This design comes from an exercise in tuning for small area, a short achievable clock period and few clock cycles on the open sky130 flow, not from production work.
In this exercise RTL edits were held to simulation tests only and were not proved equivalent to the original.

--- flow/design.v ---
`default_nettype    none
module subterranean_round
(
    input wire [256:0] a,
    input wire [32:0] din,
    output wire [256:0] o,
    output wire [31:0] dout
);
wire [256:0] a_after_chi_iota;
wire [256:0] a_after_theta;
assign a_after_chi_iota[0]     = ~(a[0]   ^   ((~a[1])     & a[2]));
assign a_after_chi_iota[254:1] = a[254:1] ^   ((~a[255:2]) & a[256:3]);
assign a_after_chi_iota[255]   = a[255]   ^   ((~a[256])   & a[0]);
assign a_after_chi_iota[256]   = a[256]   ^   ((~a[0])     & a[1]);
assign a_after_theta[12]  = a_after_chi_iota[12]  ^ a_after_chi_iota[15]  ^ a_after_chi_iota[20]  ^ din[0];
assign a_after_theta[56]  = a_after_chi_iota[56]  ^ a_after_chi_iota[59]  ^ a_after_chi_iota[64]  ^ din[1];
assign a_after_theta[90]  = a_after_chi_iota[90]  ^ a_after_chi_iota[93]  ^ a_after_chi_iota[98]  ^ din[2];
assign a_after_theta[163] = a_after_chi_iota[163] ^ a_after_chi_iota[166] ^ a_after_chi_iota[171] ^ din[3];
assign a_after_theta[161] = a_after_chi_iota[161] ^ a_after_chi_iota[164] ^ a_after_chi_iota[169] ^ din[4];
assign a_after_theta[66]  = a_after_chi_iota[66]  ^ a_after_chi_iota[69]  ^ a_after_chi_iota[74]  ^ din[5];
assign a_after_theta[51]  = a_after_chi_iota[51]  ^ a_after_chi_iota[54]  ^ a_after_chi_iota[59]  ^ din[6];
assign a_after_theta[238] = a_after_chi_iota[238] ^ a_after_chi_iota[241] ^ a_after_chi_iota[246] ^ din[7];
assign a_after_theta[254] = a_after_chi_iota[254] ^ a_after_chi_iota[0]   ^ a_after_chi_iota[5]   ^ din[8];
assign a_after_theta[243] = a_after_chi_iota[243] ^ a_after_chi_iota[246] ^ a_after_chi_iota[251] ^ din[9];
assign a_after_theta[106] = a_after_chi_iota[106] ^ a_after_chi_iota[109] ^ a_after_chi_iota[114] ^ din[10];
assign a_after_theta[152] = a_after_chi_iota[152] ^ a_after_chi_iota[155] ^ a_after_chi_iota[160] ^ din[11];
assign a_after_theta[24]  = a_after_chi_iota[24]  ^ a_after_chi_iota[27]  ^ a_after_chi_iota[32]  ^ din[12];
assign a_after_theta[112] = a_after_chi_iota[112] ^ a_after_chi_iota[115] ^ a_after_chi_iota[120] ^ din[13];
assign a_after_theta[180] = a_after_chi_iota[180] ^ a_after_chi_iota[183] ^ a_after_chi_iota[188] ^ din[14];
assign a_after_theta[69]  = a_after_chi_iota[69]  ^ a_after_chi_iota[72]  ^ a_after_chi_iota[77]  ^ din[15];
assign a_after_theta[65]  = a_after_chi_iota[65]  ^ a_after_chi_iota[68]  ^ a_after_chi_iota[73]  ^ din[16];
assign a_after_theta[132] = a_after_chi_iota[132] ^ a_after_chi_iota[135] ^ a_after_chi_iota[140] ^ din[17];
assign a_after_theta[102] = a_after_chi_iota[102] ^ a_after_chi_iota[105] ^ a_after_chi_iota[110] ^ din[18];
assign a_after_theta[219] = a_after_chi_iota[219] ^ a_after_chi_iota[222] ^ a_after_chi_iota[227] ^ din[19];
assign a_after_theta[251] = a_after_chi_iota[251] ^ a_after_chi_iota[254] ^ a_after_chi_iota[2]   ^ din[20];
assign a_after_theta[229] = a_after_chi_iota[229] ^ a_after_chi_iota[232] ^ a_after_chi_iota[237] ^ din[21];
assign a_after_theta[212] = a_after_chi_iota[212] ^ a_after_chi_iota[215] ^ a_after_chi_iota[220] ^ din[22];
assign a_after_theta[47]  = a_after_chi_iota[47]  ^ a_after_chi_iota[50]  ^ a_after_chi_iota[55]  ^ din[23];
assign a_after_theta[48]  = a_after_chi_iota[48]  ^ a_after_chi_iota[51]  ^ a_after_chi_iota[56]  ^ din[24];
assign a_after_theta[224] = a_after_chi_iota[224] ^ a_after_chi_iota[227] ^ a_after_chi_iota[232] ^ din[25];
assign a_after_theta[103] = a_after_chi_iota[103] ^ a_after_chi_iota[106] ^ a_after_chi_iota[111] ^ din[26];
assign a_after_theta[138] = a_after_chi_iota[138] ^ a_after_chi_iota[141] ^ a_after_chi_iota[146] ^ din[27];
assign a_after_theta[130] = a_after_chi_iota[130] ^ a_after_chi_iota[133] ^ a_after_chi_iota[138] ^ din[28];
assign a_after_theta[7]   = a_after_chi_iota[7]   ^ a_after_chi_iota[10]  ^ a_after_chi_iota[15]  ^ din[29];
assign a_after_theta[204] = a_after_chi_iota[204] ^ a_after_chi_iota[207] ^ a_after_chi_iota[212] ^ din[30];
assign a_after_theta[181] = a_after_chi_iota[181] ^ a_after_chi_iota[184] ^ a_after_chi_iota[189] ^ din[31];
assign a_after_theta[245] = a_after_chi_iota[245] ^ a_after_chi_iota[248] ^ a_after_chi_iota[253] ^ din[32];
assign a_after_theta[0] = a_after_chi_iota[0] ^ a_after_chi_iota[3] ^ a_after_chi_iota[8];
assign a_after_theta[36] = a_after_chi_iota[36] ^ a_after_chi_iota[39] ^ a_after_chi_iota[44];
assign a_after_theta[60] = a_after_chi_iota[60] ^ a_after_chi_iota[63] ^ a_after_chi_iota[68];
assign a_after_theta[72] = a_after_chi_iota[72] ^ a_after_chi_iota[75] ^ a_after_chi_iota[80];
assign a_after_theta[84] = a_after_chi_iota[84] ^ a_after_chi_iota[87] ^ a_after_chi_iota[92];
assign a_after_theta[96] = a_after_chi_iota[96] ^ a_after_chi_iota[99] ^ a_after_chi_iota[104];
assign a_after_theta[108] = a_after_chi_iota[108] ^ a_after_chi_iota[111] ^ a_after_chi_iota[116];
assign a_after_theta[120] = a_after_chi_iota[120] ^ a_after_chi_iota[123] ^ a_after_chi_iota[128];
assign a_after_theta[144] = a_after_chi_iota[144] ^ a_after_chi_iota[147] ^ a_after_chi_iota[152];
assign a_after_theta[156] = a_after_chi_iota[156] ^ a_after_chi_iota[159] ^ a_after_chi_iota[164];
assign a_after_theta[168] = a_after_chi_iota[168] ^ a_after_chi_iota[171] ^ a_after_chi_iota[176];
assign a_after_theta[192] = a_after_chi_iota[192] ^ a_after_chi_iota[195] ^ a_after_chi_iota[200];
assign a_after_theta[216] = a_after_chi_iota[216] ^ a_after_chi_iota[219] ^ a_after_chi_iota[224];
assign a_after_theta[228] = a_after_chi_iota[228] ^ a_after_chi_iota[231] ^ a_after_chi_iota[236];
assign a_after_theta[240] = a_after_chi_iota[240] ^ a_after_chi_iota[243] ^ a_after_chi_iota[248];
assign a_after_theta[252] = a_after_chi_iota[252] ^ a_after_chi_iota[255] ^ a_after_chi_iota[3];
assign a_after_theta[19] = a_after_chi_iota[19] ^ a_after_chi_iota[22] ^ a_after_chi_iota[27];
assign a_after_theta[31] = a_after_chi_iota[31] ^ a_after_chi_iota[34] ^ a_after_chi_iota[39];
assign a_after_theta[43] = a_after_chi_iota[43] ^ a_after_chi_iota[46] ^ a_after_chi_iota[51];
assign a_after_theta[55] = a_after_chi_iota[55] ^ a_after_chi_iota[58] ^ a_after_chi_iota[63];
assign a_after_theta[67] = a_after_chi_iota[67] ^ a_after_chi_iota[70] ^ a_after_chi_iota[75];
assign a_after_theta[79] = a_after_chi_iota[79] ^ a_after_chi_iota[82] ^ a_after_chi_iota[87];
assign a_after_theta[91] = a_after_chi_iota[91] ^ a_after_chi_iota[94] ^ a_after_chi_iota[99];
assign a_after_theta[115] = a_after_chi_iota[115] ^ a_after_chi_iota[118] ^ a_after_chi_iota[123];
assign a_after_theta[127] = a_after_chi_iota[127] ^ a_after_chi_iota[130] ^ a_after_chi_iota[135];
assign a_after_theta[139] = a_after_chi_iota[139] ^ a_after_chi_iota[142] ^ a_after_chi_iota[147];
assign a_after_theta[151] = a_after_chi_iota[151] ^ a_after_chi_iota[154] ^ a_after_chi_iota[159];
assign a_after_theta[175] = a_after_chi_iota[175] ^ a_after_chi_iota[178] ^ a_after_chi_iota[183];
assign a_after_theta[187] = a_after_chi_iota[187] ^ a_after_chi_iota[190] ^ a_after_chi_iota[195];
assign a_after_theta[199] = a_after_chi_iota[199] ^ a_after_chi_iota[202] ^ a_after_chi_iota[207];
assign a_after_theta[211] = a_after_chi_iota[211] ^ a_after_chi_iota[214] ^ a_after_chi_iota[219];
assign a_after_theta[223] = a_after_chi_iota[223] ^ a_after_chi_iota[226] ^ a_after_chi_iota[231];
assign a_after_theta[235] = a_after_chi_iota[235] ^ a_after_chi_iota[238] ^ a_after_chi_iota[243];
assign a_after_theta[247] = a_after_chi_iota[247] ^ a_after_chi_iota[250] ^ a_after_chi_iota[255];
assign a_after_theta[2] = a_after_chi_iota[2] ^ a_after_chi_iota[5] ^ a_after_chi_iota[10];
assign a_after_theta[14] = a_after_chi_iota[14] ^ a_after_chi_iota[17] ^ a_after_chi_iota[22];
assign a_after_theta[26] = a_after_chi_iota[26] ^ a_after_chi_iota[29] ^ a_after_chi_iota[34];
assign a_after_theta[38] = a_after_chi_iota[38] ^ a_after_chi_iota[41] ^ a_after_chi_iota[46];
assign a_after_theta[50] = a_after_chi_iota[50] ^ a_after_chi_iota[53] ^ a_after_chi_iota[58];
assign a_after_theta[62] = a_after_chi_iota[62] ^ a_after_chi_iota[65] ^ a_after_chi_iota[70];
assign a_after_theta[74] = a_after_chi_iota[74] ^ a_after_chi_iota[77] ^ a_after_chi_iota[82];
assign a_after_theta[86] = a_after_chi_iota[86] ^ a_after_chi_iota[89] ^ a_after_chi_iota[94];
assign a_after_theta[98] = a_after_chi_iota[98] ^ a_after_chi_iota[101] ^ a_after_chi_iota[106];
assign a_after_theta[110] = a_after_chi_iota[110] ^ a_after_chi_iota[113] ^ a_after_chi_iota[118];
assign a_after_theta[122] = a_after_chi_iota[122] ^ a_after_chi_iota[125] ^ a_after_chi_iota[130];
assign a_after_theta[134] = a_after_chi_iota[134] ^ a_after_chi_iota[137] ^ a_after_chi_iota[142];
assign a_after_theta[146] = a_after_chi_iota[146] ^ a_after_chi_iota[149] ^ a_after_chi_iota[154];
assign a_after_theta[158] = a_after_chi_iota[158] ^ a_after_chi_iota[161] ^ a_after_chi_iota[166];
assign a_after_theta[170] = a_after_chi_iota[170] ^ a_after_chi_iota[173] ^ a_after_chi_iota[178];
assign a_after_theta[182] = a_after_chi_iota[182] ^ a_after_chi_iota[185] ^ a_after_chi_iota[190];
assign a_after_theta[194] = a_after_chi_iota[194] ^ a_after_chi_iota[197] ^ a_after_chi_iota[202];
assign a_after_theta[206] = a_after_chi_iota[206] ^ a_after_chi_iota[209] ^ a_after_chi_iota[214];
assign a_after_theta[218] = a_after_chi_iota[218] ^ a_after_chi_iota[221] ^ a_after_chi_iota[226];
assign a_after_theta[230] = a_after_chi_iota[230] ^ a_after_chi_iota[233] ^ a_after_chi_iota[238];
assign a_after_theta[242] = a_after_chi_iota[242] ^ a_after_chi_iota[245] ^ a_after_chi_iota[250];
assign a_after_theta[9] = a_after_chi_iota[9] ^ a_after_chi_iota[12] ^ a_after_chi_iota[17];
assign a_after_theta[21] = a_after_chi_iota[21] ^ a_after_chi_iota[24] ^ a_after_chi_iota[29];
assign a_after_theta[33] = a_after_chi_iota[33] ^ a_after_chi_iota[36] ^ a_after_chi_iota[41];
assign a_after_theta[45] = a_after_chi_iota[45] ^ a_after_chi_iota[48] ^ a_after_chi_iota[53];
assign a_after_theta[57] = a_after_chi_iota[57] ^ a_after_chi_iota[60] ^ a_after_chi_iota[65];
assign a_after_theta[81] = a_after_chi_iota[81] ^ a_after_chi_iota[84] ^ a_after_chi_iota[89];
assign a_after_theta[93] = a_after_chi_iota[93] ^ a_after_chi_iota[96] ^ a_after_chi_iota[101];
assign a_after_theta[105] = a_after_chi_iota[105] ^ a_after_chi_iota[108] ^ a_after_chi_iota[113];
assign a_after_theta[117] = a_after_chi_iota[117] ^ a_after_chi_iota[120] ^ a_after_chi_iota[125];
assign a_after_theta[129] = a_after_chi_iota[129] ^ a_after_chi_iota[132] ^ a_after_chi_iota[137];
assign a_after_theta[141] = a_after_chi_iota[141] ^ a_after_chi_iota[144] ^ a_after_chi_iota[149];
assign a_after_theta[153] = a_after_chi_iota[153] ^ a_after_chi_iota[156] ^ a_after_chi_iota[161];
assign a_after_theta[165] = a_after_chi_iota[165] ^ a_after_chi_iota[168] ^ a_after_chi_iota[173];
assign a_after_theta[177] = a_after_chi_iota[177] ^ a_after_chi_iota[180] ^ a_after_chi_iota[185];
assign a_after_theta[189] = a_after_chi_iota[189] ^ a_after_chi_iota[192] ^ a_after_chi_iota[197];
assign a_after_theta[201] = a_after_chi_iota[201] ^ a_after_chi_iota[204] ^ a_after_chi_iota[209];
assign a_after_theta[213] = a_after_chi_iota[213] ^ a_after_chi_iota[216] ^ a_after_chi_iota[221];
assign a_after_theta[225] = a_after_chi_iota[225] ^ a_after_chi_iota[228] ^ a_after_chi_iota[233];
assign a_after_theta[237] = a_after_chi_iota[237] ^ a_after_chi_iota[240] ^ a_after_chi_iota[245];
assign a_after_theta[249] = a_after_chi_iota[249] ^ a_after_chi_iota[252] ^ a_after_chi_iota[0];
assign a_after_theta[4] = a_after_chi_iota[4] ^ a_after_chi_iota[7] ^ a_after_chi_iota[12];
assign a_after_theta[16] = a_after_chi_iota[16] ^ a_after_chi_iota[19] ^ a_after_chi_iota[24];
assign a_after_theta[28] = a_after_chi_iota[28] ^ a_after_chi_iota[31] ^ a_after_chi_iota[36];
assign a_after_theta[40] = a_after_chi_iota[40] ^ a_after_chi_iota[43] ^ a_after_chi_iota[48];
assign a_after_theta[52] = a_after_chi_iota[52] ^ a_after_chi_iota[55] ^ a_after_chi_iota[60];
assign a_after_theta[64] = a_after_chi_iota[64] ^ a_after_chi_iota[67] ^ a_after_chi_iota[72];
assign a_after_theta[76] = a_after_chi_iota[76] ^ a_after_chi_iota[79] ^ a_after_chi_iota[84];
assign a_after_theta[88] = a_after_chi_iota[88] ^ a_after_chi_iota[91] ^ a_after_chi_iota[96];
assign a_after_theta[100] = a_after_chi_iota[100] ^ a_after_chi_iota[103] ^ a_after_chi_iota[108];
assign a_after_theta[124] = a_after_chi_iota[124] ^ a_after_chi_iota[127] ^ a_after_chi_iota[132];
assign a_after_theta[136] = a_after_chi_iota[136] ^ a_after_chi_iota[139] ^ a_after_chi_iota[144];
assign a_after_theta[148] = a_after_chi_iota[148] ^ a_after_chi_iota[151] ^ a_after_chi_iota[156];
assign a_after_theta[160] = a_after_chi_iota[160] ^ a_after_chi_iota[163] ^ a_after_chi_iota[168];
assign a_after_theta[172] = a_after_chi_iota[172] ^ a_after_chi_iota[175] ^ a_after_chi_iota[180];
assign a_after_theta[184] = a_after_chi_iota[184] ^ a_after_chi_iota[187] ^ a_after_chi_iota[192];
assign a_after_theta[196] = a_after_chi_iota[196] ^ a_after_chi_iota[199] ^ a_after_chi_iota[204];
assign a_after_theta[208] = a_after_chi_iota[208] ^ a_after_chi_iota[211] ^ a_after_chi_iota[216];
assign a_after_theta[220] = a_after_chi_iota[220] ^ a_after_chi_iota[223] ^ a_after_chi_iota[228];
assign a_after_theta[232] = a_after_chi_iota[232] ^ a_after_chi_iota[235] ^ a_after_chi_iota[240];
assign a_after_theta[244] = a_after_chi_iota[244] ^ a_after_chi_iota[247] ^ a_after_chi_iota[252];
assign a_after_theta[256] = a_after_chi_iota[256] ^ a_after_chi_iota[2] ^ a_after_chi_iota[7];
assign a_after_theta[11] = a_after_chi_iota[11] ^ a_after_chi_iota[14] ^ a_after_chi_iota[19];
assign a_after_theta[23] = a_after_chi_iota[23] ^ a_after_chi_iota[26] ^ a_after_chi_iota[31];
assign a_after_theta[35] = a_after_chi_iota[35] ^ a_after_chi_iota[38] ^ a_after_chi_iota[43];
assign a_after_theta[59] = a_after_chi_iota[59] ^ a_after_chi_iota[62] ^ a_after_chi_iota[67];
assign a_after_theta[71] = a_after_chi_iota[71] ^ a_after_chi_iota[74] ^ a_after_chi_iota[79];
assign a_after_theta[83] = a_after_chi_iota[83] ^ a_after_chi_iota[86] ^ a_after_chi_iota[91];
assign a_after_theta[95] = a_after_chi_iota[95] ^ a_after_chi_iota[98] ^ a_after_chi_iota[103];
assign a_after_theta[107] = a_after_chi_iota[107] ^ a_after_chi_iota[110] ^ a_after_chi_iota[115];
assign a_after_theta[119] = a_after_chi_iota[119] ^ a_after_chi_iota[122] ^ a_after_chi_iota[127];
assign a_after_theta[131] = a_after_chi_iota[131] ^ a_after_chi_iota[134] ^ a_after_chi_iota[139];
assign a_after_theta[143] = a_after_chi_iota[143] ^ a_after_chi_iota[146] ^ a_after_chi_iota[151];
assign a_after_theta[155] = a_after_chi_iota[155] ^ a_after_chi_iota[158] ^ a_after_chi_iota[163];
assign a_after_theta[167] = a_after_chi_iota[167] ^ a_after_chi_iota[170] ^ a_after_chi_iota[175];
assign a_after_theta[179] = a_after_chi_iota[179] ^ a_after_chi_iota[182] ^ a_after_chi_iota[187];
assign a_after_theta[191] = a_after_chi_iota[191] ^ a_after_chi_iota[194] ^ a_after_chi_iota[199];
assign a_after_theta[203] = a_after_chi_iota[203] ^ a_after_chi_iota[206] ^ a_after_chi_iota[211];
assign a_after_theta[215] = a_after_chi_iota[215] ^ a_after_chi_iota[218] ^ a_after_chi_iota[223];
assign a_after_theta[227] = a_after_chi_iota[227] ^ a_after_chi_iota[230] ^ a_after_chi_iota[235];
assign a_after_theta[239] = a_after_chi_iota[239] ^ a_after_chi_iota[242] ^ a_after_chi_iota[247];
assign a_after_theta[6] = a_after_chi_iota[6] ^ a_after_chi_iota[9] ^ a_after_chi_iota[14];
assign a_after_theta[18] = a_after_chi_iota[18] ^ a_after_chi_iota[21] ^ a_after_chi_iota[26];
assign a_after_theta[30] = a_after_chi_iota[30] ^ a_after_chi_iota[33] ^ a_after_chi_iota[38];
assign a_after_theta[42] = a_after_chi_iota[42] ^ a_after_chi_iota[45] ^ a_after_chi_iota[50];
assign a_after_theta[54] = a_after_chi_iota[54] ^ a_after_chi_iota[57] ^ a_after_chi_iota[62];
assign a_after_theta[78] = a_after_chi_iota[78] ^ a_after_chi_iota[81] ^ a_after_chi_iota[86];
assign a_after_theta[114] = a_after_chi_iota[114] ^ a_after_chi_iota[117] ^ a_after_chi_iota[122];
assign a_after_theta[126] = a_after_chi_iota[126] ^ a_after_chi_iota[129] ^ a_after_chi_iota[134];
assign a_after_theta[150] = a_after_chi_iota[150] ^ a_after_chi_iota[153] ^ a_after_chi_iota[158];
assign a_after_theta[162] = a_after_chi_iota[162] ^ a_after_chi_iota[165] ^ a_after_chi_iota[170];
assign a_after_theta[174] = a_after_chi_iota[174] ^ a_after_chi_iota[177] ^ a_after_chi_iota[182];
assign a_after_theta[186] = a_after_chi_iota[186] ^ a_after_chi_iota[189] ^ a_after_chi_iota[194];
assign a_after_theta[198] = a_after_chi_iota[198] ^ a_after_chi_iota[201] ^ a_after_chi_iota[206];
assign a_after_theta[210] = a_after_chi_iota[210] ^ a_after_chi_iota[213] ^ a_after_chi_iota[218];
assign a_after_theta[222] = a_after_chi_iota[222] ^ a_after_chi_iota[225] ^ a_after_chi_iota[230];
assign a_after_theta[234] = a_after_chi_iota[234] ^ a_after_chi_iota[237] ^ a_after_chi_iota[242];
assign a_after_theta[246] = a_after_chi_iota[246] ^ a_after_chi_iota[249] ^ a_after_chi_iota[254];
assign a_after_theta[1] = a_after_chi_iota[1] ^ a_after_chi_iota[4] ^ a_after_chi_iota[9];
assign a_after_theta[13] = a_after_chi_iota[13] ^ a_after_chi_iota[16] ^ a_after_chi_iota[21];
assign a_after_theta[25] = a_after_chi_iota[25] ^ a_after_chi_iota[28] ^ a_after_chi_iota[33];
assign a_after_theta[37] = a_after_chi_iota[37] ^ a_after_chi_iota[40] ^ a_after_chi_iota[45];
assign a_after_theta[49] = a_after_chi_iota[49] ^ a_after_chi_iota[52] ^ a_after_chi_iota[57];
assign a_after_theta[61] = a_after_chi_iota[61] ^ a_after_chi_iota[64] ^ a_after_chi_iota[69];
assign a_after_theta[73] = a_after_chi_iota[73] ^ a_after_chi_iota[76] ^ a_after_chi_iota[81];
assign a_after_theta[85] = a_after_chi_iota[85] ^ a_after_chi_iota[88] ^ a_after_chi_iota[93];
assign a_after_theta[97] = a_after_chi_iota[97] ^ a_after_chi_iota[100] ^ a_after_chi_iota[105];
assign a_after_theta[109] = a_after_chi_iota[109] ^ a_after_chi_iota[112] ^ a_after_chi_iota[117];
assign a_after_theta[121] = a_after_chi_iota[121] ^ a_after_chi_iota[124] ^ a_after_chi_iota[129];
assign a_after_theta[133] = a_after_chi_iota[133] ^ a_after_chi_iota[136] ^ a_after_chi_iota[141];
assign a_after_theta[145] = a_after_chi_iota[145] ^ a_after_chi_iota[148] ^ a_after_chi_iota[153];
assign a_after_theta[157] = a_after_chi_iota[157] ^ a_after_chi_iota[160] ^ a_after_chi_iota[165];
assign a_after_theta[169] = a_after_chi_iota[169] ^ a_after_chi_iota[172] ^ a_after_chi_iota[177];
assign a_after_theta[193] = a_after_chi_iota[193] ^ a_after_chi_iota[196] ^ a_after_chi_iota[201];
assign a_after_theta[205] = a_after_chi_iota[205] ^ a_after_chi_iota[208] ^ a_after_chi_iota[213];
assign a_after_theta[217] = a_after_chi_iota[217] ^ a_after_chi_iota[220] ^ a_after_chi_iota[225];
assign a_after_theta[241] = a_after_chi_iota[241] ^ a_after_chi_iota[244] ^ a_after_chi_iota[249];
assign a_after_theta[253] = a_after_chi_iota[253] ^ a_after_chi_iota[256] ^ a_after_chi_iota[4];
assign a_after_theta[8] = a_after_chi_iota[8] ^ a_after_chi_iota[11] ^ a_after_chi_iota[16];
assign a_after_theta[20] = a_after_chi_iota[20] ^ a_after_chi_iota[23] ^ a_after_chi_iota[28];
assign a_after_theta[32] = a_after_chi_iota[32] ^ a_after_chi_iota[35] ^ a_after_chi_iota[40];
assign a_after_theta[44] = a_after_chi_iota[44] ^ a_after_chi_iota[47] ^ a_after_chi_iota[52];
assign a_after_theta[68] = a_after_chi_iota[68] ^ a_after_chi_iota[71] ^ a_after_chi_iota[76];
assign a_after_theta[80] = a_after_chi_iota[80] ^ a_after_chi_iota[83] ^ a_after_chi_iota[88];
assign a_after_theta[92] = a_after_chi_iota[92] ^ a_after_chi_iota[95] ^ a_after_chi_iota[100];
assign a_after_theta[104] = a_after_chi_iota[104] ^ a_after_chi_iota[107] ^ a_after_chi_iota[112];
assign a_after_theta[116] = a_after_chi_iota[116] ^ a_after_chi_iota[119] ^ a_after_chi_iota[124];
assign a_after_theta[128] = a_after_chi_iota[128] ^ a_after_chi_iota[131] ^ a_after_chi_iota[136];
assign a_after_theta[140] = a_after_chi_iota[140] ^ a_after_chi_iota[143] ^ a_after_chi_iota[148];
assign a_after_theta[164] = a_after_chi_iota[164] ^ a_after_chi_iota[167] ^ a_after_chi_iota[172];
assign a_after_theta[176] = a_after_chi_iota[176] ^ a_after_chi_iota[179] ^ a_after_chi_iota[184];
assign a_after_theta[188] = a_after_chi_iota[188] ^ a_after_chi_iota[191] ^ a_after_chi_iota[196];
assign a_after_theta[200] = a_after_chi_iota[200] ^ a_after_chi_iota[203] ^ a_after_chi_iota[208];
assign a_after_theta[236] = a_after_chi_iota[236] ^ a_after_chi_iota[239] ^ a_after_chi_iota[244];
assign a_after_theta[248] = a_after_chi_iota[248] ^ a_after_chi_iota[251] ^ a_after_chi_iota[256];
assign a_after_theta[3] = a_after_chi_iota[3] ^ a_after_chi_iota[6] ^ a_after_chi_iota[11];
assign a_after_theta[15] = a_after_chi_iota[15] ^ a_after_chi_iota[18] ^ a_after_chi_iota[23];
assign a_after_theta[27] = a_after_chi_iota[27] ^ a_after_chi_iota[30] ^ a_after_chi_iota[35];
assign a_after_theta[39] = a_after_chi_iota[39] ^ a_after_chi_iota[42] ^ a_after_chi_iota[47];
assign a_after_theta[63] = a_after_chi_iota[63] ^ a_after_chi_iota[66] ^ a_after_chi_iota[71];
assign a_after_theta[75] = a_after_chi_iota[75] ^ a_after_chi_iota[78] ^ a_after_chi_iota[83];
assign a_after_theta[87] = a_after_chi_iota[87] ^ a_after_chi_iota[90] ^ a_after_chi_iota[95];
assign a_after_theta[99] = a_after_chi_iota[99] ^ a_after_chi_iota[102] ^ a_after_chi_iota[107];
assign a_after_theta[111] = a_after_chi_iota[111] ^ a_after_chi_iota[114] ^ a_after_chi_iota[119];
assign a_after_theta[123] = a_after_chi_iota[123] ^ a_after_chi_iota[126] ^ a_after_chi_iota[131];
assign a_after_theta[135] = a_after_chi_iota[135] ^ a_after_chi_iota[138] ^ a_after_chi_iota[143];
assign a_after_theta[147] = a_after_chi_iota[147] ^ a_after_chi_iota[150] ^ a_after_chi_iota[155];
assign a_after_theta[159] = a_after_chi_iota[159] ^ a_after_chi_iota[162] ^ a_after_chi_iota[167];
assign a_after_theta[171] = a_after_chi_iota[171] ^ a_after_chi_iota[174] ^ a_after_chi_iota[179];
assign a_after_theta[183] = a_after_chi_iota[183] ^ a_after_chi_iota[186] ^ a_after_chi_iota[191];
assign a_after_theta[195] = a_after_chi_iota[195] ^ a_after_chi_iota[198] ^ a_after_chi_iota[203];
assign a_after_theta[207] = a_after_chi_iota[207] ^ a_after_chi_iota[210] ^ a_after_chi_iota[215];
assign a_after_theta[231] = a_after_chi_iota[231] ^ a_after_chi_iota[234] ^ a_after_chi_iota[239];
assign a_after_theta[255] = a_after_chi_iota[255] ^ a_after_chi_iota[1] ^ a_after_chi_iota[6];
assign a_after_theta[10] = a_after_chi_iota[10] ^ a_after_chi_iota[13] ^ a_after_chi_iota[18];
assign a_after_theta[22] = a_after_chi_iota[22] ^ a_after_chi_iota[25] ^ a_after_chi_iota[30];
assign a_after_theta[34] = a_after_chi_iota[34] ^ a_after_chi_iota[37] ^ a_after_chi_iota[42];
assign a_after_theta[46] = a_after_chi_iota[46] ^ a_after_chi_iota[49] ^ a_after_chi_iota[54];
assign a_after_theta[58] = a_after_chi_iota[58] ^ a_after_chi_iota[61] ^ a_after_chi_iota[66];
assign a_after_theta[70] = a_after_chi_iota[70] ^ a_after_chi_iota[73] ^ a_after_chi_iota[78];
assign a_after_theta[82] = a_after_chi_iota[82] ^ a_after_chi_iota[85] ^ a_after_chi_iota[90];
assign a_after_theta[94] = a_after_chi_iota[94] ^ a_after_chi_iota[97] ^ a_after_chi_iota[102];
assign a_after_theta[118] = a_after_chi_iota[118] ^ a_after_chi_iota[121] ^ a_after_chi_iota[126];
assign a_after_theta[142] = a_after_chi_iota[142] ^ a_after_chi_iota[145] ^ a_after_chi_iota[150];
assign a_after_theta[154] = a_after_chi_iota[154] ^ a_after_chi_iota[157] ^ a_after_chi_iota[162];
assign a_after_theta[166] = a_after_chi_iota[166] ^ a_after_chi_iota[169] ^ a_after_chi_iota[174];
assign a_after_theta[178] = a_after_chi_iota[178] ^ a_after_chi_iota[181] ^ a_after_chi_iota[186];
assign a_after_theta[190] = a_after_chi_iota[190] ^ a_after_chi_iota[193] ^ a_after_chi_iota[198];
assign a_after_theta[202] = a_after_chi_iota[202] ^ a_after_chi_iota[205] ^ a_after_chi_iota[210];
assign a_after_theta[214] = a_after_chi_iota[214] ^ a_after_chi_iota[217] ^ a_after_chi_iota[222];
assign a_after_theta[226] = a_after_chi_iota[226] ^ a_after_chi_iota[229] ^ a_after_chi_iota[234];
assign a_after_theta[250] = a_after_chi_iota[250] ^ a_after_chi_iota[253] ^ a_after_chi_iota[1];
assign a_after_theta[5] = a_after_chi_iota[5] ^ a_after_chi_iota[8] ^ a_after_chi_iota[13];
assign a_after_theta[17] = a_after_chi_iota[17] ^ a_after_chi_iota[20] ^ a_after_chi_iota[25];
assign a_after_theta[29] = a_after_chi_iota[29] ^ a_after_chi_iota[32] ^ a_after_chi_iota[37];
assign a_after_theta[41] = a_after_chi_iota[41] ^ a_after_chi_iota[44] ^ a_after_chi_iota[49];
assign a_after_theta[53] = a_after_chi_iota[53] ^ a_after_chi_iota[56] ^ a_after_chi_iota[61];
assign a_after_theta[77] = a_after_chi_iota[77] ^ a_after_chi_iota[80] ^ a_after_chi_iota[85];
assign a_after_theta[89] = a_after_chi_iota[89] ^ a_after_chi_iota[92] ^ a_after_chi_iota[97];
assign a_after_theta[101] = a_after_chi_iota[101] ^ a_after_chi_iota[104] ^ a_after_chi_iota[109];
assign a_after_theta[113] = a_after_chi_iota[113] ^ a_after_chi_iota[116] ^ a_after_chi_iota[121];
assign a_after_theta[125] = a_after_chi_iota[125] ^ a_after_chi_iota[128] ^ a_after_chi_iota[133];
assign a_after_theta[137] = a_after_chi_iota[137] ^ a_after_chi_iota[140] ^ a_after_chi_iota[145];
assign a_after_theta[149] = a_after_chi_iota[149] ^ a_after_chi_iota[152] ^ a_after_chi_iota[157];
assign a_after_theta[173] = a_after_chi_iota[173] ^ a_after_chi_iota[176] ^ a_after_chi_iota[181];
assign a_after_theta[185] = a_after_chi_iota[185] ^ a_after_chi_iota[188] ^ a_after_chi_iota[193];
assign a_after_theta[197] = a_after_chi_iota[197] ^ a_after_chi_iota[200] ^ a_after_chi_iota[205];
assign a_after_theta[209] = a_after_chi_iota[209] ^ a_after_chi_iota[212] ^ a_after_chi_iota[217];
assign a_after_theta[221] = a_after_chi_iota[221] ^ a_after_chi_iota[224] ^ a_after_chi_iota[229];
assign a_after_theta[233] = a_after_chi_iota[233] ^ a_after_chi_iota[236] ^ a_after_chi_iota[241];
generate
    genvar gen_j;
    for (gen_j = 0; gen_j < 257; gen_j = gen_j + 1) begin: pi_step
        assign o[gen_j] = a_after_theta[(12*gen_j) % 257];
    end
endgenerate
assign dout[0]  = a[1]   ^ a[256];
assign dout[1]  = a[176] ^ a[81];
assign dout[2]  = a[136] ^ a[121];
assign dout[3]  = a[35]  ^ a[222];
assign dout[4]  = a[249] ^ a[8];
assign dout[5]  = a[134] ^ a[123];
assign dout[6]  = a[197] ^ a[60];
assign dout[7]  = a[234] ^ a[23];
assign dout[8]  = a[64]  ^ a[193];
assign dout[9]  = a[213] ^ a[44];
assign dout[10] = a[223] ^ a[34];
assign dout[11] = a[184] ^ a[73];
assign dout[12] = a[2]   ^ a[255];
assign dout[13] = a[95]  ^ a[162];
assign dout[14] = a[15]  ^ a[242];
assign dout[15] = a[70]  ^ a[187];
assign dout[16] = a[241] ^ a[16];
assign dout[17] = a[11]  ^ a[246];
assign dout[18] = a[137] ^ a[120];
assign dout[19] = a[211] ^ a[46];
assign dout[20] = a[128] ^ a[129];
assign dout[21] = a[169] ^ a[88];
assign dout[22] = a[189] ^ a[68];
assign dout[23] = a[111] ^ a[146];
assign dout[24] = a[4]   ^ a[253];
assign dout[25] = a[190] ^ a[67];
assign dout[26] = a[30]  ^ a[227];
assign dout[27] = a[140] ^ a[117];
assign dout[28] = a[225] ^ a[32];
assign dout[29] = a[22]  ^ a[235];
assign dout[30] = a[17]  ^ a[240];
assign dout[31] = a[165] ^ a[92];
endmodule
`default_nettype    none
module subterranean_lwc
#(parameter ASYNC_RSTN = 0,
parameter G_PWIDTH = 32,
parameter G_SWIDTH = 32,
parameter G_SEGMENT_SIZE_BITS = 16,
parameter G_HASH_SIZE_WORDS = 8,
parameter G_TAG_SIZE_WORDS = 4
)
(
    input wire clk,
    input wire rst,
    input wire [(G_PWIDTH-1):0] pdi_data,
    input wire pdi_valid,
    output wire pdi_ready,
    input wire [(G_SWIDTH-1):0] sdi_data,
    input wire sdi_valid,
    output wire sdi_ready,
    output wire [(G_PWIDTH-1):0] do_data,
    output wire do_valid,
    input wire do_ready,
    output wire do_last
);
localparam P_IDLE = 4'd0,  P_NHDR = 4'd1,  P_NDAT = 4'd2,  P_AHDR = 4'd3,
           P_ADAT = 4'd4,  P_PHDR = 4'd5,  P_PDAT = 4'd6,  P_TAG  = 4'd7,
           P_THDR = 4'd8,  P_TDAT = 4'd9,  P_SQ   = 4'd10, P_STAT = 4'd11,
           P_HHDR = 4'd12, P_HDAT = 4'd13, P_INST = 4'd14;
function [31:0] bswap(input [31:0] x);
    bswap = {x[7:0], x[15:8], x[23:16], x[31:24]};
endfunction
reg [14:0] ph;          
reg [256:0] st;
reg [4:0] nr;           
reg nz;                 
reg [3:0] cnt;          
reg [15:0] len;         
reg lastw;              
reg [2:0] wsize;        
reg eot;
reg dec;
reg fail;
reg hlast;              
reg [3:0] bsel;         
reg [3:0] bsel_n;
reg ms;                 
reg dsel;               
reg kw;                 
reg [1:0] sph;          
reg [1:0] kcnt;
reg kact;               
reg hfirst;             
reg spend;              
reg hpend;              
reg pinst_v, pinst_h;   
reg pv, pc;             
reg [32:0] o0, o1;
reg v0, v1;
reg prdy, srdy;         
reg m_key;              
reg m_word;             
reg m_hash;             
reg m_sq;               
reg m_t;                
reg dfull;              
reg [14:0] ph_n;
reg [3:0] cnt_n;
reg [15:0] len_n;
reg lastw_n;
reg [2:0] wsize_n;
reg eot_n, dec_n, fail_n, kact_n, hfirst_n, hlast_n, spend_n, hpend_n, pinst_v_n, pinst_h_n, nxt, nxh;
reg [1:0] sph_n, kcnt_n;
wire ptake = pdi_valid & prdy;
wire stake = sdi_valid & srdy;
wire qpush = (pdi_valid & pv) | pc;
wire [4:0] nr_dec = nz ? 5'd0 : (nr - 5'd1);
wire hdr0 = (pdi_data[15:0] == 16'd0);
wire wr_ok = ~v1;
wire pop = v0 & do_ready;
wire [31:0] z;
wire [31:0] y;
wire hdr_le4 = (pdi_data[15:3] == 13'd0) && ((pdi_data[2] == 1'b0) || (pdi_data[1:0] == 2'b00));
wire [2:0] hdr_ws = hdr_le4 ? pdi_data[2:0] : 3'd4;
wire len_le8 = (len[15:4] == 12'd0) && ((len[3] == 1'b0) || (len[2:0] == 3'b000));
wire [2:0] len_ws = len_le8 ? (len[2:0] ^ 3'b100) : 3'd4;
always @(*) begin
    ph_n = ph;
    hlast_n = hlast;
    cnt_n = cnt;
    len_n = len;
    lastw_n = lastw;
    wsize_n = wsize;
    eot_n = eot;
    dec_n = dec;
    fail_n = fail;
    kact_n = kact;
    hfirst_n = hfirst;
    spend_n = spend;
    hpend_n = hpend;
    pinst_v_n = pinst_v;
    pinst_h_n = pinst_h;
    bsel_n = bsel;
    sph_n = sph;
    kcnt_n = kcnt;
    if (stake) begin
        case (sph)
            2'd0 : sph_n = 2'd1;
            2'd1 : begin sph_n = 2'd2; kcnt_n = 2'd0; end
            default : begin
                kcnt_n = kcnt + 2'd1;
                if (kcnt == 2'd3) begin
                    sph_n = 2'd0;
                    kact_n = 1'b0;
                end
            end
        endcase
    end
        if (ph[P_IDLE] & ptake) begin
            hfirst_n = 1'b1;
            case (pdi_data[31:28])
                4'h7 : begin
                    kact_n = 1'b1;
                    begin ph_n[P_IDLE] = 1'b0; ph_n[P_INST] = 1'b1; end
                end
                4'h8 : begin ph_n[P_IDLE] = 1'b0; ph_n[P_HHDR] = 1'b1; end
                default : ;
            endcase
        end
        if (ph[P_INST] & ptake) begin
            dec_n = pdi_data[28];
            begin ph_n[P_INST] = 1'b0; ph_n[P_NHDR] = 1'b1; end
        end
        if (ph[P_NHDR] & ptake) begin
            cnt_n = 4'd4;
            begin ph_n[P_NHDR] = 1'b0; ph_n[P_NDAT] = 1'b1; end
        end
        if (ph[P_NDAT] & ptake) begin
            cnt_n = cnt - 4'd1;
            if (cnt == 4'd1) begin
                begin ph_n[P_NDAT] = 1'b0; ph_n[P_AHDR] = 1'b1; end
            end
        end
        if (ph[P_AHDR] & ptake) begin
            len_n = pdi_data[15:0];
            lastw_n = hdr_le4;
            wsize_n = hdr_ws;
            eot_n = pdi_data[25];
            if (pdi_data[15:0] == 16'd0) begin
                begin ph_n[P_AHDR] = 1'b0; ph_n[P_PHDR] = 1'b1; end
            end else
                begin ph_n[P_AHDR] = 1'b0; ph_n[P_ADAT] = 1'b1; end
        end
        if (ph[P_ADAT] & ptake) begin
            len_n = len - 16'd4;
                lastw_n = len_le8;
                wsize_n = len_ws;
            if (lastw) begin
                if (eot) begin
                    begin ph_n[P_ADAT] = 1'b0; ph_n[P_PHDR] = 1'b1; end
                end else
                    begin ph_n[P_ADAT] = 1'b0; ph_n[P_AHDR] = 1'b1; end
            end
        end
        if (ph[P_PHDR] & ptake) begin
            len_n = pdi_data[15:0];
            lastw_n = hdr_le4;
            wsize_n = hdr_ws;
            eot_n = pdi_data[25];
            if (pdi_data[15:0] == 16'd0) begin
                ph_n[P_PHDR] = 1'b0;
                if (dec) ph_n[P_THDR] = 1'b1; else ph_n[P_TAG] = 1'b1;
            end else
                begin ph_n[P_PHDR] = 1'b0; ph_n[P_PDAT] = 1'b1; end
        end
        if (ph[P_PDAT] & ptake) begin
            len_n = len - 16'd4;
                lastw_n = len_le8;
                wsize_n = len_ws;
            if (lastw) begin
                if (eot) begin
                    ph_n[P_PDAT] = 1'b0;
                    if (dec) ph_n[P_THDR] = 1'b1; else ph_n[P_TAG] = 1'b1;
                end else
                    begin ph_n[P_PDAT] = 1'b0; ph_n[P_PHDR] = 1'b1; end
            end
        end
        if (ph[P_TAG] & wr_ok) begin
            cnt_n = 4'd4;
            begin ph_n[P_TAG] = 1'b0; ph_n[P_SQ] = 1'b1; end
        end
        if (ph[P_THDR] & ptake) begin
            cnt_n = 4'd4;
            begin ph_n[P_THDR] = 1'b0; ph_n[P_TDAT] = 1'b1; end
        end
        if (ph[P_TDAT] & ptake) begin
            if ((bswap(pdi_data) != z) && (cnt != 4'd1)) fail_n = 1'b1;
            cnt_n = cnt - 4'd1;
            if (cnt == 4'd1) begin ph_n[P_TDAT] = 1'b0; ph_n[P_IDLE] = 1'b1; spend_n = 1'b1; end
        end
        nxt = pinst_v | ptake;
        nxh = pinst_v ? pinst_h : (pdi_data[31:28] == 4'h8);
        if (ph[P_SQ] & ptake) begin
            pinst_v_n = nxt;
            pinst_h_n = nxh;
        end
        if (ph[P_SQ] & m_sq) begin
            cnt_n = cnt - 4'd1;
            if (cnt == 4'd1) begin
                ph_n[P_SQ] = 1'b0;
                spend_n = 1'b1;
                pinst_v_n = 1'b0;
                if (nxt) begin
                    hfirst_n = 1'b1;
                    if (nxh) ph_n[P_HHDR] = 1'b1;
                    else begin ph_n[P_INST] = 1'b1; kact_n = 1'b1; end
                end else
                    ph_n[P_IDLE] = 1'b1;
            end
        end
        if (spend & wr_ok) begin
            spend_n = 1'b0;
            fail_n = 1'b0;
        end else if (hpend & wr_ok)
            hpend_n = 1'b0;
        if (ph[P_HHDR] & ptake) begin
            hfirst_n = 1'b0;
            if (hfirst) hpend_n = 1'b1;
            len_n = pdi_data[15:0];
            lastw_n = hdr_le4;
            wsize_n = hdr_ws;
            eot_n = pdi_data[25];
            bsel_n = 4'b0001;
            hlast_n = (pdi_data[15:0] == 16'd1);
            if (pdi_data[15:0] == 16'd0) begin
                cnt_n = 4'd8;
                begin ph_n[P_HHDR] = 1'b0; ph_n[P_SQ] = 1'b1; end
            end else
                begin ph_n[P_HHDR] = 1'b0; ph_n[P_HDAT] = 1'b1; end
        end
        if (ph[P_HDAT] & pdi_valid & m_hash) begin
            bsel_n = {bsel[2:0], bsel[3]};
            hlast_n = (bsel[0] & (wsize == 3'd2)) | (bsel[1] & (wsize == 3'd3)) | (bsel[2] & (wsize == 3'd4));
            if (ptake) begin
                bsel_n = 4'b0001;
                hlast_n = (len == 16'd5);
                len_n = len - 16'd4;
                lastw_n = len_le8;
                wsize_n = len_ws;
                if (lastw) begin
                    if (eot) begin
                        cnt_n = 4'd8;
                        begin ph_n[P_HDAT] = 1'b0; ph_n[P_SQ] = 1'b1; end
                    end else
                        begin ph_n[P_HDAT] = 1'b0; ph_n[P_HHDR] = 1'b1; end
                end
            end
        end
end
wire keylast = stake & (sph == 2'd2) & (kcnt == 2'd3);
wire habs = ph[P_HDAT] & pdi_valid & m_hash;
wire nr_set = keylast | habs
            | (ptake & ((ph[P_NDAT] & (cnt == 4'd1))
                      | ((ph[P_AHDR] | ph[P_PHDR] | ph[P_HHDR]) & hdr0)
                      | (ph[P_ADAT] & lastw & eot & (wsize == 3'd4))
                      | (ph[P_PDAT] & lastw & eot)));
wire [4:0] nr_n =
      ({5{keylast}} & 5'd1)
    | ({5{ptake & ph[P_NDAT] & (cnt == 4'd1)}} & 5'd9)
    | ({5{ptake & ph[P_AHDR] & hdr0}} & (nz ? 5'd1 : nr))
    | ({5{ptake & ph[P_ADAT] & lastw & eot & (wsize == 3'd4)}} & 5'd1)
    | ({5{ptake & ph[P_PHDR] & hdr0}} & (nz ? 5'd9 : (nr + 5'd8)))
    | ({5{ptake & ph[P_PDAT] & lastw & eot}} & ((wsize == 3'd4) ? 5'd9 : 5'd8))
    | ({5{ptake & ph[P_HHDR] & hdr0}} & (nz ? 5'd10 : (nr + 5'd9)))
    | ({5{habs & ~(ptake & lastw & eot)}} & 5'd1)
    | ({5{habs & ptake & lastw & eot}} & 5'd11)
    | ({5{~nr_set}} & nr_dec);
wire nz_n = (nr[4:1] == 4'd0) & ~nr_set;
reg [32:0] pw;
always @(*) begin
    pw = 33'd0;
    if (spend)
        pw = {1'b1, fail ? 4'hF : 4'hE, 28'd0};
    else if (hpend)
        pw = {1'b0, 4'h9, 4'h3, 8'h00, 16'd32};
    else if (ph[P_PHDR])
        pw = {1'b0, dec ? 4'h4 : 4'h5, 2'b00, pdi_data[25], dec & pdi_data[25], 8'h00, pdi_data[15:0]};
    else if (ph[P_PDAT])
        pw = {lastw & eot, bswap(y)};
    else if (ph[P_TAG])
        pw = {1'b0, 32'h83000010};
    else if (ph[P_SQ])
        pw = {cnt == 4'd1, bswap(z)};
end
reg v0_n, v1_n;
always @(*) begin
    v0_n = v0;
    v1_n = v1;
    if (v1) begin
        if (pop) v1_n = 1'b0;
    end else if (qpush) begin
        if (v0 & ~pop) v1_n = 1'b1;
        else v0_n = 1'b1;
    end else if (pop) begin
        v0_n = 1'b0;
    end
end
wire wr_ok_n = ~v1_n;
reg prdy_n, m_word_n, m_hash_n, m_sq_n;
always @(*) begin
    prdy_n = 1'b0;
    m_word_n = 1'b0;
    m_hash_n = 1'b0;
    m_sq_n = 1'b0;
    prdy_n = (ph_n[P_SQ] & ~pinst_v_n) | ph_n[P_IDLE] | ph_n[P_INST] | ph_n[P_NHDR] | ph_n[P_AHDR] | ph_n[P_THDR]
           | ph_n[P_HHDR] | (ph_n[P_PHDR] & wr_ok_n & ~spend_n & ~hpend_n)
           | (ph_n[P_NDAT] & ~kact_n & nz_n)
           | ((ph_n[P_ADAT] | ph_n[P_TDAT]) & nz_n)
           | (ph_n[P_PDAT] & nz_n & wr_ok_n)
           | (ph_n[P_HDAT] & nz_n & hlast_n);
    m_word_n = ((ph_n[P_NDAT] & ~kact_n) | ph_n[P_ADAT] | (ph_n[P_PDAT] & wr_ok_n)) & nz_n;
    m_hash_n = ph_n[P_HDAT] & nz_n;
    m_sq_n = ph_n[P_SQ] & nz_n & wr_ok_n & ~spend_n & ~hpend_n;
end
wire srdy_n = (sph_n != 2'd2) | (kact_n & nz_n);
wire pv_n = (ph_n[P_PHDR] & wr_ok_n & ~spend_n & ~hpend_n) | (ph_n[P_PDAT] & nz_n & wr_ok_n);
wire pc_n = m_sq_n | ((ph_n[P_TAG] | spend_n | hpend_n) & wr_ok_n);
wire m_key_n = (sph_n == 2'd2) & kact_n & nz_n;
wire m_t_n = ph_n[P_TDAT] & nz_n;
wire kabs_n = (sph_n == 2'd2) & kact_n;
wire dfull_n = kabs_n | ph_n[P_NDAT];
always @(posedge clk) begin
    if (rst) begin
        ph <= 15'd1 << P_IDLE;
        nr <= 5'd0;
        nz <= 1'b1;
        sph <= 2'd0;
        kact <= 1'b0;
        spend <= 1'b0;
        hpend <= 1'b0;
        pinst_v <= 1'b0;
        fail <= 1'b0;
        v0 <= 1'b0;
        v1 <= 1'b0;
        prdy <= 1'b0;
        srdy <= 1'b0;
        m_key <= 1'b0;
        m_word <= 1'b0;
        m_hash <= 1'b0;
        m_sq <= 1'b0;
        pv <= 1'b0;
        pc <= 1'b0;
        m_t <= 1'b0;
        dfull <= 1'b0;
    end else begin
        ph <= ph_n;
        nr <= nr_n;
        nz <= nz_n;
        sph <= sph_n;
        kact <= kact_n;
        spend <= spend_n;
        hpend <= hpend_n;
        pinst_v <= pinst_v_n;
        fail <= fail_n;
        v0 <= v0_n;
        v1 <= v1_n;
        prdy <= prdy_n;
        srdy <= srdy_n;
        m_key <= m_key_n;
        m_word <= m_word_n;
        m_hash <= m_hash_n;
        m_sq <= m_sq_n;
        pv <= pv_n;
        pc <= pc_n;
        m_t <= m_t_n;
        dfull <= dfull_n;
    end
end
always @(posedge clk) begin
    cnt <= cnt_n;
    len <= len_n;
    lastw <= lastw_n;
    wsize <= wsize_n;
    eot <= eot_n;
    dec <= dec_n;
    bsel <= bsel_n;
    ms <= kabs_n;
    dsel <= dec_n & ph_n[P_PDAT];
    kw <= m_key_n | m_word_n;
    hlast <= hlast_n;
    kcnt <= kcnt_n;
    hfirst <= hfirst_n;
    pinst_h <= pinst_h_n;
end
always @(posedge clk) begin
    if (v1) begin
        if (pop) o0 <= o1;
    end else if (qpush) begin
        if (v0 & ~pop) o1 <= pw;
        else o0 <= pw;
    end
end
wire [256:0] st_next;
reg [32:0] din;
wire [2:0] dsize = dfull ? 3'd4 : wsize;
wire [3:0] mb = {dsize == 3'd4, dsize >= 3'd3, dsize >= 3'd2, dsize >= 3'd1};
wire [3:0] mp = ms ? 4'b0000 : mb;
reg [4:0] padv;         
always @(*) begin
    case (dsize)
        3'd0 : padv = 5'b00001;
        3'd1 : padv = 5'b00010;
        3'd2 : padv = 5'b00100;
        3'd3 : padv = 5'b01000;
        default : padv = 5'b10000;
    endcase
end
wire [31:0] mask = {{8{mb[3]}}, {8{mb[2]}}, {8{mb[1]}}, {8{mb[0]}}};
wire [31:0] x = (bswap(pdi_data) & {{8{mp[3]}}, {8{mp[2]}}, {8{mp[1]}}, {8{mp[0]}}})
              | (bswap(sdi_data) & {32{ms}});
assign y = (z ^ x) & mask;
wire [7:0] hbyte = (pdi_data[31:24] & {8{bsel[0]}}) | (pdi_data[23:16] & {8{bsel[1]}})
                 | (pdi_data[15:8] & {8{bsel[2]}}) | (pdi_data[7:0] & {8{bsel[3]}});
always @(*) begin
    din[31:0] = ((dsel ? y : x) & {32{kw}}) | {24'd0, hbyte & {8{m_hash}}};
    din[32] = kw & padv[4];
    din[0] = din[0] | (kw ? padv[0] : ~m_hash);
    din[8] = din[8] | (kw ? padv[1] : m_hash);
    din[16] = din[16] | (kw & padv[2]);
    din[24] = din[24] | (kw & padv[3]);
end
subterranean_round round (
    .a(st),
    .din(din),
    .o(st_next),
    .dout(z)
);
wire do_round = ~nz | (sdi_valid & m_key) | (pdi_valid & (m_word | m_hash | m_t)) | m_sq;
wire init = (ptake & ph[P_IDLE]) | (ph[P_SQ] & m_sq & (cnt == 4'd1) & (pinst_v | ptake));
always @(posedge clk) begin
    if (init)
        st <= 257'd0;
    else if (do_round)
        st <= st_next;
end
assign pdi_ready = prdy;
assign sdi_ready = srdy;
assign do_data = o0[31:0];
assign do_last = o0[32];
assign do_valid = v0;
endmodule
--- flow/flow/run.sh ---
#!/bin/bash
# The standard layout, except that the port buffers are plain buffers
# (buffer_ports otherwise picks a delay cell, clkdlybuf4s50_1, for them).
set -euo pipefail
export BUFFER_PORTS_ARGS="-buffer_cell sky130_fd_sc_hd__buf_2"
bash standard.sh finish > make_finish.log 2>&1
--- flow/standard.sh ---
#!/bin/bash
# synth_recipe.tcl (not shown) runs the flow's synth.tcl, then flattens the netlist and writes it again
# the make line also repeats each setting of config.mk as NAME=value (left out here)
make -C /OpenROAD-flow-scripts/flow DESIGN_CONFIG=/design/flow/config.mk WORK_HOME=/design/flow/orfs CLKGATE_MAP_FILE= SYNTH_SCRIPT=/design/flow/synth_recipe.tcl "${@:-finish}"
--- flow/config.mk ---
export PLATFORM = sky130hd
export DESIGN_NAME = subterranean_lwc
export DESIGN_NICKNAME = subterranean_lwc
export VERILOG_FILES = /design/flow/design.v
export SDC_FILE = /design/flow/constraint.sdc
export NUM_CORES = 4
export LEC_CHECK = 0
export ABC_CLOCK_PERIOD_IN_PS = 2000
export CAP_MARGIN = 20
export CORE_MARGIN = 2
export CORE_UTILIZATION = 40
export CTS_CLUSTER_DIAMETER = 100
export CTS_CLUSTER_SIZE = 24
export SETUP_SLACK_MARGIN = 2.8
export SLEW_MARGIN = 20
export TNS_END_PERCENT = 5
--- flow/constraint.sdc ---
create_clock -name core_clock -period 5.0 [get_ports {clk}]
set_input_delay 1.0000 -clock core_clock [delete_from_list [all_inputs] [get_ports {clk}]]
set_output_delay 1.0000 -clock core_clock [all_outputs]
set_load 0.01 [all_outputs]
==> flow_summary.rst <==
.. list-table::
   :header-rows: 1

   * - Metric
     - Value
   * - Max Transition Viols Final
     - 0
   * - Placed cell area
     - 28560 um^2
   * - Proportion of synthesized flip-flops having asynchronous set or reset
     - 0%
   * - Largest buffer count on any clock path
     - 3
   * - Clk slew on worst S/H paths
     - approximately 0.090 ns
   * - Number of synthesized flops with an enable pin
     - between 70 and 80
   * - Fillcell total
     - 6622
   * - Class of the tightest hold or removal check
     - register to register
   * - Antenna violations before repair
     - 1
   * - Die X
     - between 200 and 300 um
   * - Storage cell area
     - 8803 um^2
   * - Source-to-sink clock delay at the later pin of the worst-skew pair
     - about 0.61 ns
   * - Vert. Die Dim
     - roughly 270 um
   * - WHS Path Cells
     - 2
   * - CORE AREA
     - between 60000 and 70000 um^2
   * - Total detailed-routing wirelength
     - about 92 mm
   * - Congestion Overflow GR
     - 0
   * - Drt pass-1 iters
     - 6
   * - I/O Pins
     - approximately 110
   * - Ys flop type
     - sky130_fd_sc_hd__dfxtp_1
   * - Utilization of the core after routing
     - 44.99%
   * - Number of rows in the core area
     - 95
   * - Summed instance area of the synthesized netlist
     - around 27000 um^2
   * - Via density per instance
     - roughly 5.5
   * - Crit path capture type
     - register
   * - Length in cells of the worst reg-to-reg path
     - 6
   * - XOR/XNOR share of the synthesized area
     - 29.97%
   * - Hold Fails Final Rpt
     - 0
   * - Iteration-0 DRC count of the detailed router
     - between 2000 and 2500
   * - Share of the synthesized area in compound gates (AO/OA/AOI/OAI)
     - between 10% and 20%
   * - Run status
     - no timing/DRC/antenna violations
   * - Total of buffers placed on input and output ports
     - 104
   * - Hold WS
     - between 0.4 and 0.5 ns
   * - CTS tree
     - yes
   * - Area of all placed cells without fillers
     - 30320 um^2
   * - Element type at the critical path start
     - input pin
   * - Fraction of final layout cells with drive strength greater than 1
     - approximately a tenth
   * - Largest fanout on the critical path
     - 7
   * - Fin Setup TNS
     - 0 ns
   * - Total area of multi-input combinational cells
     - 18190 um^2
   * - HPWL after DPL
     - between 70 and 80 mm
   * - Final Cycle Share
     - around 48%
   * - TritonCTS buffer count
     - 27
   * - Routed wire per std cell
     - approximately 23 um
   * - Net count after synthesis
     - 3222
   * - Class of the most critical setup path
     - input pin to register
   * - Total via count in the routed design
     - 22330
   * - Overall track demand over capacity in global routing
     - about a quarter
   * - First-pass GRT wire length
     - about 140 mm
   * - Fraction of synthesized area in multiplexers
     - 2.480%
   * - Initial core utilization
     - between 40% and 50%
   * - Adder and majority gate portion of the synthesized area
     - 0.4126%
   * - Area growth syn-to-layout
     - 11.09%
   * - Sequential fraction of the synthesis area
     - between 30% and 40%
   * - DRC
     - 0
   * - Mean Syn Cell Area
     - ~8.7 um^2
   * - CTS hold repair buffers
     - 0
   * - Min cycle time layout
     - about 2.4 ns
   * - RSZ-0062 raised after global routing
     - yes
   * - Count of warnings emitted by yosys
     - 1
   * - Final setup skew
     - ~0.026 ns
   * - Main combinational cell family by area after synthesis
     - XOR/XNOR gates
   * - Data arrival at the endpoint of the critical path
     - about 2.9 ns
   * - Nets@finish
     - 3219
   * - Via count of the first global-routing pass
     - slightly above 20000
   * - Number of different library cells in the post-synthesis netlist
     - 74
   * - Antenna Nets Post-Route
     - 0
   * - Max-capacitance violation count
     - 0
   * - Number of setup violations in the final report
     - 0
   * - Clock root buffer
     - sky130_fd_sc_hd__clkbuf_16
   * - Maximum number of pins on one net before global-route repair
     - 87
   * - Number of cells produced by synthesis
     - roughly 3100
   * - Worst path required time
     - roughly 5.5 ns
   * - Fmax
     - 420.2 MHz
   * - Remaining max-slew budget at the tightest pin
     - 35.12%
   * - Flip-flop and latch count after synthesis
     - 400
   * - Total clock sinks
     - 400
   * - Depth of the CTS H-tree
     - 1
   * - Measured slew at the worst slew-check pin
     - around 0.97 ns
   * - Number of antenna repair diodes
     - 0
   * - Simple-gate share of the synthesized area
     - 17.15%
   * - Routability cong.
     - ~0.96
   * - Area enclosed by the die boundary
     - between 70000 and 80000 um^2
## stage by stage
step                      std cells  worst slack [ns]
after global placement         3963             1.734
after CTS                      4018             2.667
after floorplan                3144             2.243
after global routing           4032             2.534
final                          4032             2.620
after detailed placement       3964             1.756
## cell families after synthesis
kind of cell / Yosys count
AOI/OAI and AO/OA: 581
buffers and inverters: 216
DFF: 400
and+or+nand+nor: 939
muxes: 65
adders and majority gates: 9
xor gates and xnor gates: 934
## sequential cells by signal (all words and copies together) (netlist names), 2 cells and up
name,cells
ph,14
cnt,4
kcnt,2
len,16
o1,33
o0,33
bsel,4
nr,5
wsize,3
sph,2
st,257
## worst max-delay path, cell delays in order
cell	delay [ns]
sky130_fd_sc_hd__buf_4	0.18
sky130_fd_sc_hd__nor4_4	0.31
sky130_fd_sc_hd__nand4_1	0.28
sky130_fd_sc_hd__nor3_4	0.36
sky130_fd_sc_hd__a21oi_2	0.12
sky130_fd_sc_hd__o21a_2	0.18
sky130_fd_sc_hd__nand2b_1	0.17
sky130_fd_sc_hd__a311oi_2	0.28
## Yosys cell counts, types with 9 or more instances
| cell type | instances | area share, % |
|---|---|---|
| sky130_fd_sc_hd__and2_1 | 14 | 0.32 |
| sky130_fd_sc_hd__clkbuf_1 | 158 | 2.2 |
| sky130_fd_sc_hd__a21oi_1 | 78 | 1.4 |
| sky130_fd_sc_hd__mux2_2 | 21 | 0.87 |
| sky130_fd_sc_hd__xnor2_1 | 880 | 28 |
| sky130_fd_sc_hd__xor2_1 | 54 | 1.7 |
| sky130_fd_sc_hd__ha_1 | 9 | 0.41 |
| sky130_fd_sc_hd__a221oi_1 | 15 | 0.48 |
| sky130_fd_sc_hd__a211oi_1 | 264 | 7.3 |
| sky130_fd_sc_hd__nor3_1 | 34 | 0.62 |
| sky130_fd_sc_hd__dfxtp_1 | 324 | 24 |
| sky130_fd_sc_hd__nand4_1 | 19 | 0.44 |
| sky130_fd_sc_hd__nor3b_1 | 19 | 0.52 |
| sky130_fd_sc_hd__nor2_1 | 393 | 5.4 |
| sky130_fd_sc_hd__inv_1 | 23 | 0.32 |
| sky130_fd_sc_hd__nor2b_1 | 279 | 6.4 |
| sky130_fd_sc_hd__o21ai_1 | 20 | 0.37 |
| sky130_fd_sc_hd__edfxtp_1 | 76 | 8.4 |
| sky130_fd_sc_hd__o22ai_1 | 42 | 0.96 |
| sky130_fd_sc_hd__and3_1 | 9 | 0.21 |
| sky130_fd_sc_hd__or3_1 | 10 | 0.23 |
| sky130_fd_sc_hd__nand2_1 | 102 | 1.4 |
| sky130_fd_sc_hd__buf_2 | 21 | 0.39 |
| sky130_fd_sc_hd__o21ai_0 | 50 | 0.92 |
| sky130_fd_sc_hd__nand3_1 | 19 | 0.35 |
| sky130_fd_sc_hd__mux2i_1 | 44 | 1.6 |
| sky130_fd_sc_hd__o31ai_1 | 22 | 0.61 |
| sky130_fd_sc_hd__a22oi_1 | 36 | 0.99 |
## path summary, 6_finish.rpt
check / startpoint / to / slack (ns)
hold / removal: hfirst / hfirst / 0.48
setup / recovery: pdi_data[13] / pc / 2.62
setup reg to reg: st[56] / st[111] / 2.63
hold reg to reg: hfirst / hfirst / 0.48
## layout by cell type, fill, tap and decap left out, types with 19 or more instances in the layout
| cell type | synthesis | routed |
|---|---|---|
| sky130_fd_sc_hd__mux2i_1 | 44 | 42 |
| sky130_fd_sc_hd__a211oi_1 | 264 | 264 |
| sky130_fd_sc_hd__mux2_2 | 21 | 21 |
| sky130_fd_sc_hd__buf_2 | 21 | 89 |
| sky130_fd_sc_hd__buf_4 | 0 | 41 |
| sky130_fd_sc_hd__a21oi_1 | 78 | 74 |
| sky130_fd_sc_hd__nand2_1 | 102 | 97 |
| sky130_fd_sc_hd__nor2b_1 | 279 | 278 |
| sky130_fd_sc_hd__o22ai_1 | 42 | 41 |
| sky130_fd_sc_hd__xnor2_1 | 880 | 871 |
| sky130_fd_sc_hd__xor2_1 | 54 | 44 |
| sky130_fd_sc_hd__inv_1 | 23 | 21 |
| sky130_fd_sc_hd__clkbuf_16 | 0 | 28 |
| sky130_fd_sc_hd__o31ai_1 | 22 | 22 |
| sky130_fd_sc_hd__a22oi_1 | 36 | 36 |
| sky130_fd_sc_hd__o21ai_0 | 50 | 47 |
| sky130_fd_sc_hd__edfxtp_1 | 76 | 76 |
| sky130_fd_sc_hd__dfxtp_1 | 324 | 306 |
| sky130_fd_sc_hd__nand4_1 | 19 | 19 |
| sky130_fd_sc_hd__nor2_1 | 393 | 390 |
| sky130_fd_sc_hd__nor3_1 | 34 | 31 |
## final cells by class
class / count / area share, %
timing repair buffer: 160 / 4.069
sequential: 400 / 29.04
clock inverter: 17 / 0.6974
clock buffer: 30 / 2.299
multi-input combinational: 2529 / 60.00
inverter: 23 / 0.2971
tap: 873 / 3.603
## timing repair
item | in CTS | in global routing
setup endpoints to repair | 363 | 308
pin swaps | 2 | 15
gates cloned | 1 | 2
gates resized for setup | 57 | 102
setup buffers | 6 | 12
## metal layers
| metal | vias to the layer above | GRT usage, % | wire length (um) |
|---|---|---|---|
| li1 | 10720 | - | - |
| met1 | 10660 | 36.63 | 42520 |
| met2 | 830 | 39.96 | 40550 |
| met3 | 125 | 2.657 | 5978 |
| met4 | 2 | 8.215 | 3144 |
| met5 | - | 0 | 18 |
Testbench counts, summed over its fixed seeds: cycles 13,182.

==> static timing again, ports no longer ideal <==
How much do the figures lean on ideal ports? The routed layout below was timed once more, with nothing changed but the port constraints. Step 1 assumes that a clkbuf_16 drives the clock port and a buf_2 every other input. Step 2 moves the port delays by t, midway between the first and last clock arrival at a register: inputs arrive t later, outputs are due t later. That takes back most of the time a late clock gives input paths. Three values: no drivers, after step 1, after step 2; two values: the first two.
t, ns: 0.668
setup slack, ns: 2.620 / 2.627 / 1.987
worst setup path after step 2: input to register
worst slew at a driven data input, ns: 0.11
pins driven straight from the clock port: 1
After both steps this run still meets setup and hold. For this run, drivers alone change the setup slack by +0.007 ns; drivers and shift together by -0.633 ns.
